Background: an optimization exercise with open tools, aiming at small area and a short achievable clock period. Do not read the settings as production practice.
Function was checked by simulation only, so behaviour that the tests miss may differ from the original.
Power figures rest on the tool's default switching activity, not on a simulated workload.

== north ==
Design fpadder, start of the top module:
module fpadder( input [15:0] A_59, input [15:0] B_59, input clk_59, input rst_59, output [15:0] C_59);
Size in the first run: about 640 cells after synthesis, about 97 flip-flops, ~50 I/O pins, ~0.0047 mm² of cells after synthesis.
clock: 3.8 ns
lec_check: 0
abc_area: 1
cap_margin: 0
core_margin: 2
core_utilization: 40
setup_slack_margin: 1.9
slew_margin: 0
standard.sh (not shown) runs the stock make flow with config.mk's settings and CLKGATE_MAP_FILE= SYNTH_SCRIPT=/design/flow/synth_recipe.tcl, a recipe that flattens the netlist after the stock synthesis.
==> flow/flow/run.sh <==
#!/bin/bash
# Standard layout with: ports buffered by plain buffers instead of delay cells;
# adders left to ABC instead of extracted into full/half-adder cells; a clock
# tree of smaller buffers without dummy loads.
set -euo pipefail
export BUFFER_PORTS_ARGS="-buffer_cell sky130_fd_sc_hd__buf_2"
export ADDER_MAP_FILE=
export CTS_ARGS="-sink_clustering_enable -repair_clock_nets -dont_use_dummy_load -root_buf sky130_fd_sc_hd__clkbuf_8 -buf_list sky130_fd_sc_hd__clkbuf_8"
bash standard.sh > standard_flow.log 2>&1
Input-level comparison between south and north:
# north
export LEC_CHECK = 0
export ABC_AREA = 1
export CAP_MARGIN = 0
export CORE_MARGIN = 2
export CORE_UTILIZATION = 40
export SETUP_SLACK_MARGIN = 1.9
export SLEW_MARGIN = 0
create_clock -name core_clock -period 3.8 [get_ports {clk_59}]
# south
export LEC_CHECK = 0
export ABC_AREA = 1
export CAP_MARGIN = 20
export CORE_MARGIN = 2
export CORE_UTILIZATION = 40
export SETUP_SLACK_MARGIN = 1.7
export SLEW_MARGIN = 20
create_clock -name core_clock -period 3.8 [get_ports {clk_59}]
Findings:
- Total wire length across north and south: no real change.
- Clock network fraction of total power delta for south relative to north: 0.2 points higher
- Re vertical die dimension: no difference whatsoever between south and north.
- Diff north..south | worst-case clock skew | negligible
- Time the worst path needs with I/O delays and setup delta (south − north): unfavourable
- Setup slack, north and south: smaller value in south
- The design area of south falls short of that of north by 1.1%.
Input changes introduced in east (baseline for comparison: south):
# south
export LEC_CHECK = 0
export ABC_AREA = 1
export CAP_MARGIN = 20
export CORE_MARGIN = 2
export CORE_UTILIZATION = 40
export SETUP_SLACK_MARGIN = 1.7
export SLEW_MARGIN = 20
create_clock -name core_clock -period 3.8 [get_ports {clk_59}]
# east
export LEC_CHECK = 0
export ABC_AREA = 1
export CAP_MARGIN = 20
export CORE_MARGIN = 2
export CORE_UTILIZATION = 40
export PLACE_DENSITY = 0.75
export SETUP_SLACK_MARGIN = 1.9
export SLEW_MARGIN = 20
create_clock -name core_clock -period 3.8 [get_ports {clk_59}]
==> run summary <==
In the flow results for east and south, the worst setup slack is larger on east. east vs. south: detailed-route via count now sits at about the same level; detailed-route wire length per cell moved down; shortest clock period the worst path allows after layout now sits lower. As far as total design power is concerned, south and east perform about the same. Diff south..east | post-layout instance count excluding filler cells | negligible. Fmax | east vs south | east faster. Share of cell area taken by flip-flops and latches, east and south, lower one = east. Routed wire length | east below south. Pre-CTS setup slack improves in east relative to south. A cell with the largest stage delay on the worst path of sky130_fd_sc_hd__dfxtp_4 is what east shows, while sky130_fd_sc_hd__dfxtp_1 belongs to south.
The inputs of west differ from those of east as listed below.
# east
export LEC_CHECK = 0
export ABC_AREA = 1
export CAP_MARGIN = 20
export CORE_MARGIN = 2
export CORE_UTILIZATION = 40
export PLACE_DENSITY = 0.75
export SETUP_SLACK_MARGIN = 1.9
export SLEW_MARGIN = 20
create_clock -name core_clock -period 3.8 [get_ports {clk_59}]
# west
export LEC_CHECK = 0
export ABC_AREA = 1
export CAP_MARGIN = 20
export CORE_MARGIN = 2
export CORE_UTILIZATION = 65
export SETUP_SLACK_MARGIN = 1.9
export SLEW_MARGIN = 20
create_clock -name core_clock -period 3.8 [get_ports {clk_59}]
Findings:
- west ended with every stage complete and zero timing, DRC or antenna violations.
- The proportion of cell area spent on the clock network was comparable across west and east.
- Placed instance count on west is down relative to east.
- Going from east to west, weighted congestion at the end of routability-driven global placement now larger; area of the placeable core now smaller; setup slack at placement now smaller; global-route wire length before repair now smaller; fraction of met2 tracks used by global routing now larger.
- For the global-route usage, west came in 9.8 points higher than east did.
- Of west and east, the lower total wirelength of the detailed-routed design belongs to east.
- The core of west is more densely filled than that of east.

-- separate check: timing with driven ports --
Ports are ideal in the flow. The routed layouts listed here were re-timed in OpenROAD. Step 1 assumes that a clkbuf_16 drives the clock port and a buf_2 every other input. Step 2 moves the port delays by t, midway between the first and last clock arrival at a register: inputs arrive t later, outputs are due t later. That takes back most of the time a late clock gives input paths. Three values: ideal ports, drivers, drivers and shift; two values: the first two.
run | t (ns) | slack for setup (ns) | worst data-port slew with drivers (ns)
north | 0.372 | 1.960 / 1.931 / 1.692 | 0.04
south | 0.377 | 1.834 / 1.805 / 1.547 | 0.04
east | 0.368 | 1.966 / 1.935 / 1.695 | 0.03
west | 0.369 | 1.962 / 1.930 / 1.614 | 0.03
After both steps setup and hold are still met in every run listed. For west, which loses most, drivers alone change the setup slack by -0.032 ns; drivers and shift together by -0.348 ns.
